Context: an optimization exercise on an open-source flow, tuned for small area. The choices shown serve that exercise and are no tape-out recipe.
The RTL was checked by simulation tests, not by an equivalence proof against the original design.

[design/flow/design.v]
module CORDIC_COS_SIN #(
    parameter DATA_WIDTH = 16,
    parameter PHASE_WIDTH = 32,
    parameter STAGE = 16
) (
    input clk,
    input rst,
    input en,
    input mode,
    input signed [DATA_WIDTH-1:0] x0,
    input signed [DATA_WIDTH-1:0] y0,
    input signed [PHASE_WIDTH-1:0] phase,
    output valid,
    output [DATA_WIDTH:0] cos,
    output [DATA_WIDTH:0] sin
);
reg [7:0] vld;
always @(posedge clk or posedge rst)
    if (rst) vld <= 0;
    else vld <= {vld[6:0], en};
assign valid = vld[7];
wire [1:0] q = phase[31:30];
wire signed [24:0] zq = {phase[31], phase[29:6]};    
wire [17:0] z0 = (zq > 25'sd102273) ? 18'sd102273 : (zq < -25'sd102274) ? -18'sd102274 : zq[17:0];
wire [16:0] px = {1'b0, x0}, py = {1'b0, y0};
wire [16:0] nx = -px, ny = -py;
wire [16:0] fxa = (q==2'd1 || q==2'd2) ? nx : px;
wire [16:0] fxb = (q[1]==1'b0) ? ny : py;
wire [16:0] fya = q[1] ? nx : px;
wire [16:0] fyb = (q==2'd1 || q==2'd2) ? ny : py;
wire [16:0] x1 = fxa + fxb;
wire [16:0] y1 = fya + fyb;
wire [18:0] z1_f = {{1{z0[17]}}, z0} + (z0[17] ? 19'd46080 : -19'd46080);
wire [16:0] z1 = z1_f[16:0];
reg [16:0] xr1, yr1;
reg [16:0] zr1;
always @(posedge clk) begin
    xr1 <= x1;
    yr1 <= y1;
    zr1 <= z1;
end
wire t1 = ~zr1[16];
wire [16:0] x2_sh = {{1{yr1[16]}}, yr1[16:1]};
wire [16:0] x2 = xr1 + (x2_sh ^ {17{t1}}) + t1;
wire [16:0] y2_sh = {{1{xr1[16]}}, xr1[16:1]};
wire [16:0] y2 = yr1 + (y2_sh ^ {17{zr1[16]}}) + zr1[16];
wire [17:0] z2_f = {{1{zr1[16]}}, zr1} + (zr1[16] ? 18'd27203 : -18'd27203);
wire [15:0] z2 = z2_f[15:0];
wire t2 = ~z2[15];
wire [16:0] x3_sh = {{2{y2[16]}}, y2[16:2]};
wire [16:0] x3 = x2 + (x3_sh ^ {17{t2}}) + t2;
wire [16:0] y3_sh = {{2{x2[16]}}, x2[16:2]};
wire [16:0] y3 = y2 + (y3_sh ^ {17{z2[15]}}) + z2[15];
wire [16:0] z3_f = {{1{z2[15]}}, z2} + (z2[15] ? 17'd14373 : -17'd14373);
wire [14:0] z3 = z3_f[14:0];
reg [16:0] xr2, yr2;
reg [14:0] zr2;
always @(posedge clk) begin
    xr2 <= x3;
    yr2 <= y3;
    zr2 <= z3;
end
wire t3 = ~zr2[14];
wire [16:0] x4_sh = {{3{yr2[16]}}, yr2[16:3]};
wire [16:0] x4 = xr2 + (x4_sh ^ {17{t3}}) + t3;
wire [16:0] y4_sh = {{3{xr2[16]}}, xr2[16:3]};
wire [16:0] y4 = yr2 + (y4_sh ^ {17{zr2[14]}}) + zr2[14];
wire [15:0] z4_f = {{1{zr2[14]}}, zr2} + (zr2[14] ? 16'd7296 : -16'd7296);
wire [13:0] z4 = z4_f[13:0];
wire t4 = ~z4[13];
wire [16:0] x5_sh = {{4{y4[16]}}, y4[16:4]};
wire [16:0] x5 = x4 + (x5_sh ^ {17{t4}}) + t4;
wire [16:0] y5_sh = {{4{x4[16]}}, x4[16:4]};
wire [16:0] y5 = y4 + (y5_sh ^ {17{z4[13]}}) + z4[13];
wire [14:0] z5_f = {{1{z4[13]}}, z4} + (z4[13] ? 15'd3662 : -15'd3662);
wire [12:0] z5 = z5_f[12:0];
reg [16:0] xr3, yr3;
reg [12:0] zr3;
always @(posedge clk) begin
    xr3 <= x5;
    yr3 <= y5;
    zr3 <= z5;
end
wire t5 = ~zr3[12];
wire [16:0] x6_sh = {{5{yr3[16]}}, yr3[16:5]};
wire [16:0] x6 = xr3 + (x6_sh ^ {17{t5}}) + t5;
wire [16:0] y6_sh = {{5{xr3[16]}}, xr3[16:5]};
wire [16:0] y6 = yr3 + (y6_sh ^ {17{zr3[12]}}) + zr3[12];
wire [13:0] z6_f = {{1{zr3[12]}}, zr3} + (zr3[12] ? 14'd1833 : -14'd1833);
wire [11:0] z6 = z6_f[11:0];
wire t6 = ~z6[11];
wire [16:0] x7_sh = {{6{y6[16]}}, y6[16:6]};
wire [16:0] x7 = x6 + (x7_sh ^ {17{t6}}) + t6;
wire [16:0] y7_sh = {{6{x6[16]}}, x6[16:6]};
wire [16:0] y7 = y6 + (y7_sh ^ {17{z6[11]}}) + z6[11];
wire [12:0] z7_f = {{1{z6[11]}}, z6} + (z6[11] ? 13'd917 : -13'd917);
wire [10:0] z7 = z7_f[10:0];
reg [16:0] xr4, yr4;
reg [10:0] zr4;
always @(posedge clk) begin
    xr4 <= x7;
    yr4 <= y7;
    zr4 <= z7;
end
wire t7 = ~zr4[10];
wire [16:0] x8_sh = {{7{yr4[16]}}, yr4[16:7]};
wire [16:0] x8 = xr4 + (x8_sh ^ {17{t7}}) + t7;
wire [16:0] y8_sh = {{7{xr4[16]}}, xr4[16:7]};
wire [16:0] y8 = yr4 + (y8_sh ^ {17{zr4[10]}}) + zr4[10];
wire [11:0] z8_f = {{1{zr4[10]}}, zr4} + (zr4[10] ? 12'd458 : -12'd458);
wire [9:0] z8 = z8_f[9:0];
wire t8 = ~z8[9];
wire [16:0] x9_sh = {{8{y8[16]}}, y8[16:8]};
wire [16:0] x9 = x8 + (x9_sh ^ {17{t8}}) + t8;
wire [16:0] y9_sh = {{8{x8[16]}}, x8[16:8]};
wire [16:0] y9 = y8 + (y9_sh ^ {17{z8[9]}}) + z8[9];
wire [10:0] z9_f = {{1{z8[9]}}, z8} + (z8[9] ? 11'd229 : -11'd229);
wire [8:0] z9 = z9_f[8:0];
reg [16:0] xr5, yr5;
reg [8:0] zr5;
always @(posedge clk) begin
    xr5 <= x9;
    yr5 <= y9;
    zr5 <= z9;
end
wire t9 = ~zr5[8];
wire [16:0] x10_sh = {{9{yr5[16]}}, yr5[16:9]};
wire [16:0] x10 = xr5 + (x10_sh ^ {17{t9}}) + t9;
wire [16:0] y10_sh = {{9{xr5[16]}}, xr5[16:9]};
wire [16:0] y10 = yr5 + (y10_sh ^ {17{zr5[8]}}) + zr5[8];
wire [9:0] z10_f = {{1{zr5[8]}}, zr5} + (zr5[8] ? 10'd115 : -10'd115);
wire [7:0] z10 = z10_f[7:0];
wire t10 = ~z10[7];
wire [16:0] x11_sh = {{10{y10[16]}}, y10[16:10]};
wire [16:0] x11 = x10 + (x11_sh ^ {17{t10}}) + t10;
wire [16:0] y11_sh = {{10{x10[16]}}, x10[16:10]};
wire [16:0] y11 = y10 + (y11_sh ^ {17{z10[7]}}) + z10[7];
wire [8:0] z11_f = {{1{z10[7]}}, z10} + (z10[7] ? 9'd57 : -9'd57);
wire [6:0] z11 = z11_f[6:0];
reg [16:0] xr6, yr6;
reg [6:0] zr6;
always @(posedge clk) begin
    xr6 <= x11;
    yr6 <= y11;
    zr6 <= z11;
end
wire t11 = ~zr6[6];
wire [16:0] x12_sh = {{11{yr6[16]}}, yr6[16:11]};
wire [16:0] x12 = xr6 + (x12_sh ^ {17{t11}}) + t11;
wire [16:0] y12_sh = {{11{xr6[16]}}, xr6[16:11]};
wire [16:0] y12 = yr6 + (y12_sh ^ {17{zr6[6]}}) + zr6[6];
wire [7:0] z12_f = {{1{zr6[6]}}, zr6} + (zr6[6] ? 8'd29 : -8'd29);
wire [5:0] z12 = z12_f[5:0];
wire t12 = ~z12[5];
wire [16:0] x13_sh = {{12{y12[16]}}, y12[16:12]};
wire [16:0] x13 = x12 + (x13_sh ^ {17{t12}}) + t12;
wire [16:0] y13_sh = {{12{x12[16]}}, x12[16:12]};
wire [16:0] y13 = y12 + (y13_sh ^ {17{z12[5]}}) + z12[5];
wire [6:0] z13_f = {{1{z12[5]}}, z12} + (z12[5] ? 7'd14 : -7'd14);
wire [4:0] z13 = z13_f[4:0];
reg [16:0] xr7, yr7;
reg [4:0] zr7;
always @(posedge clk) begin
    xr7 <= x13;
    yr7 <= y13;
    zr7 <= z13;
end
wire t13 = ~zr7[4];
wire [16:0] x14_sh = {{13{yr7[16]}}, yr7[16:13]};
wire [16:0] x14 = xr7 + (x14_sh ^ {17{t13}}) + t13;
wire [16:0] y14_sh = {{13{xr7[16]}}, xr7[16:13]};
wire [16:0] y14 = yr7 + (y14_sh ^ {17{zr7[4]}}) + zr7[4];
wire [5:0] z14_f = {{1{zr7[4]}}, zr7} + (zr7[4] ? 6'd7 : -6'd7);
wire [3:0] z14 = z14_f[3:0];
reg [16:0] xr8, yr8;
reg [3:0] zr8;
always @(posedge clk) begin
    xr8 <= x14;
    yr8 <= y14;
    zr8 <= z14;
end
wire t14 = ~zr8[3];
wire [16:0] x15_sh = {{14{yr8[16]}}, yr8[16:14]};
wire [16:0] x15 = xr8 + (x15_sh ^ {17{t14}}) + t14;
wire [16:0] y15_sh = {{14{xr8[16]}}, xr8[16:14]};
wire [16:0] y15 = yr8 + (y15_sh ^ {17{zr8[3]}}) + zr8[3];
assign cos = x15;
assign sin = y15;
endmodule
[design/flow/run.sh]
#!/bin/bash
# synth_recipe.tcl (not shown) runs the flow's synth.tcl, then flattens the netlist and writes it again
# the make line also repeats each setting of config.mk as NAME=value (left out here)
make -C /OpenROAD-flow-scripts/flow DESIGN_CONFIG=/design/flow/config.mk WORK_HOME=/design/flow/orfs CLKGATE_MAP_FILE= SYNTH_SCRIPT=/design/flow/synth_recipe.tcl finish
[design/flow/config.mk]
export PLATFORM = sky130hd
export DESIGN_NAME = CORDIC_COS_SIN
export DESIGN_NICKNAME = CORDIC_COS_SIN
export VERILOG_FILES = /design/flow/design.v
export SDC_FILE = /design/flow/constraint.sdc
export NUM_CORES = 4
export LEC_CHECK = 0
export ABC_AREA = 1
export CAP_MARGIN = 20
export CORE_MARGIN = 2
export CORE_UTILIZATION = 40
export SLEW_MARGIN = 20
[design/flow/constraint.sdc]
create_clock -name core_clock -period 5.0 [get_ports {clk}]
set_input_delay 1.0000 -clock core_clock [delete_from_list [all_inputs] [get_ports {clk}]]
set_output_delay 1.0000 -clock core_clock [all_outputs]
set_load 0.01 [all_outputs]
==> out/qor.yml <==
critPathMaxFanout: 14
ys_ff_latch: 357
ys.flop_type: "dfxtp_1"
drtIter0Drc: 2009
status: "no timing/DRC/antenna violations"
rr_startpoint: "zr4[10]"
slew_headroom: 0.491
rows: 114
netlist_top_cells_area: "dfxtp_1, ha_1, nand2_1"
hold_viol_final: 0
worstHoldPathType: "register to register"
max_clock_freq_ghz: 0.214
core_um2: 96600
vias_per_cell: 4.97
cts_tree: "done"
die_h_um: 316
place_hpwl_mm: 84.0
critPathRequiredTime_ns: 4.00
syn_area_um2: 38900
rsz0062_at_grt: "no"
clock_latency_ns: 0.60
grt_pass1_vias: 33759
drive_above_1_share: 0.0472
postRouteAntennaNets: 0
grt-ovfl-total: 0
holdPathStages: 0
fin_skew_ns: 0.0150
drtPass1Iterations: 6
setup_tns_ns: 0
die_w_um: 316
grt_max_degree: 46
min_from: "zr2[0]"
antenna_found_initial: 0
antennaDiodeCount: 0
synth.avg_cell_area_um2: 7.01
path_clk_slew_ns: 0.06
fin_crit_sh: 0.935
wl_per_cell_um: 14.1
cp_cell_sequence: "xnor2_1 -> buf_4 -> ha_1 -> a21oi_1 -> inv_1 -> a31oi_1 -> o21ai_1 -> a21boi_0 -> o21ai_1 -> a21oi_1 -> xnor2_1 -> clkdlybuf4s50_1"
grt.total_usage: 0.199
reg2reg_depth: 20
ys.warnings.count: 1
slowest_delay_ns: 0.56
vias: 34854
ys_types: 64
endpoint_kind: "output pin"
synth_fp_nets: 6180
place.gp.congestion: 0.906
min_period_ns: 4.67
synth_top_area_frac: 0.180
synth_edf_count: 0
ctsLongestPathBuffers: 3
yosysSeqAreaShare: 0.185
crit_slowest_cell: "clkdlybuf4s50_1"
cts_buffers: 44
finalSetupViolations: 0
final_nets: 6330
start_util: 0.403
worst_pin_slew_ns: 0.761
whs_ns: 0.333
ios: 103
netlist_instances: 5552
crit_start: "zr8[3]"
slew_violations: 0
area_growth_pct: 11.0
yosysTopAreaCell: "dfxtp_1"
worstSetupPathType: "register to output pin"
wl_mm: 99.1
die_area_um2: 99800
clock-root-buffer: "clkbuf_16"
cp-start-kind: "register"
grt_pass1_wl_mm: 164
drc: 0
port_buffers: 95
cp.arrival_ns: 3.67
htreeDepth: 2
async_flop_share: 0.0224
drv_cap: 0
cts_sinks: 357
ctsHoldBuffers: 0
[per-stage QoR]
stage | worst slack (ns) | cells | utilization | area, um^2
floorplan | 0.423 | 5552 | - | 38900
global placement | 0.320 | 6929 | 0.431 | 41600
detailed placement | 0.182 | 6929 | 0.431 | 41600
CTS | 0.0548 | 7010 | 0.447 | 43200
global route | 0.0141 | 7012 | 0.447 | 43200
finish | 0.327 | 7012 | 0.447 | 43200
[critical path: cells and delay by family (launching register included)]
kind                       cells  cell delay, ns
DFF                            1            0.36
AOI/OAI and AO/OA              6            1.15
buffers and inverters          3            0.87
adders and majority gates      1            0.30
xor gates and xnor gates       2            0.39
[cells in the final DEF (no fill, tap or decap), types with 12 or more instances in the layout]
master	instances
o21bai_1	49
a21o_1	42
fa_1	40
nand3_1	288
o21ai_1	32
a31oi_1	39
nand2_1	1369
ha_1	520
inv_1	628
nor3_1	57
buf_4	53
xnor2_1	225
clkdlybuf4s50_1	95
a21oi_1	470
o21ai_0	261
nand2_2	37
nand2_4	14
a21boi_1	12
nand4_1	77
o31ai_1	17
inv_2	17
and2_1	12
xor2_1	507
nor2_1	255
dfxtp_1	343
clkbuf_16	45
a21boi_0	30
o21a_1	16
nand3b_1	23
[cells by family after synthesis]
family | synth area share
compound gates | 0.147
xor+xnor | 0.171
fa+ha+maj | 0.188
buf+inv | 0.0700
flops | 0.185
simple gates | 0.240
[metal layers]
metal	wire, um	GRT usage
met5	0	0
met3	2810	0.0173
met2	48500	0.367
met4	2320	0.0537
met1	45500	0.245
[Yosys cell counts (16+ instances only)]
library cell / n
nand2_1: 1369
inv_1: 628
ha_1: 520
xor2_1: 509
a21oi_1: 470
dfxtp_1: 349
nand3_1: 288
o21ai_0: 265
nor2_1: 255
xnor2_1: 225
nand4_1: 77
nor3_1: 57
o21bai_1: 49
a21o_1: 42
fa_1: 40
a31oi_1: 39
nand2_2: 37
a21boi_0: 33
o21ai_1: 28
nand3b_1: 23
inv_2: 17
o31ai_1: 17
o21a_1: 16
[cell type report]
cell class | instances | area, um^2
clock buffer | 55 | 1210
fill | 9875 | 53400
inverter | 648 | 2440
clock inverter | 25 | 325
timing repair buffer | 152 | 1420
tap | 1276 | 1600
sequential | 357 | 7200
multi-input combinational | 4499 | 29000
[what timing repair did]
item,4_1_cts,5_1_grt
setup buffers,1,2
cloned,0,0
pin swaps,1,2
resized for setup,2,13
endpoints found under the setup margin,2,16
[worst paths after layout]
path | slack (ns) | end
setup / recovery | 0.33 | cos[13]
hold / removal | 0.33 | zr3[0]
setup reg to reg | 0.41 | xr5[14]
hold reg to reg | 0.33 | zr3[0]
max in group asynchronous | 4.15 | vld[5]
min in group asynchronous | 0.64 | vld[7]

-- what the ideal ports hide --
In the flow no input, the clock included, has a driving cell. The finished layout below was timed again as built, in two steps. Step 1, drivers: a clkbuf_16 drives clk and a buf_2 each remaining input, both assumed. Step 2, shift: input delay + t, output delay - t, t = (earliest + latest rising clock arrival at the registers) / 2. This alone moves slack from input paths to output paths. a / b / c = ideal ports / drivers / drivers and shift; a / b = the first two.
t (ns): 0.663
setup slack, ns: 0.327 / 0.259 / 0.388
worst hold slack (ns): 0.333 / 0.333 / 0.333
clock arrival spread, ns: 0.018 / 0.018
worst data-port slew with drivers (ns): 0.07
After both steps this run still meets setup and hold. For this run, drivers alone change the setup slack by -0.068 ns; drivers and shift together by +0.061 ns.
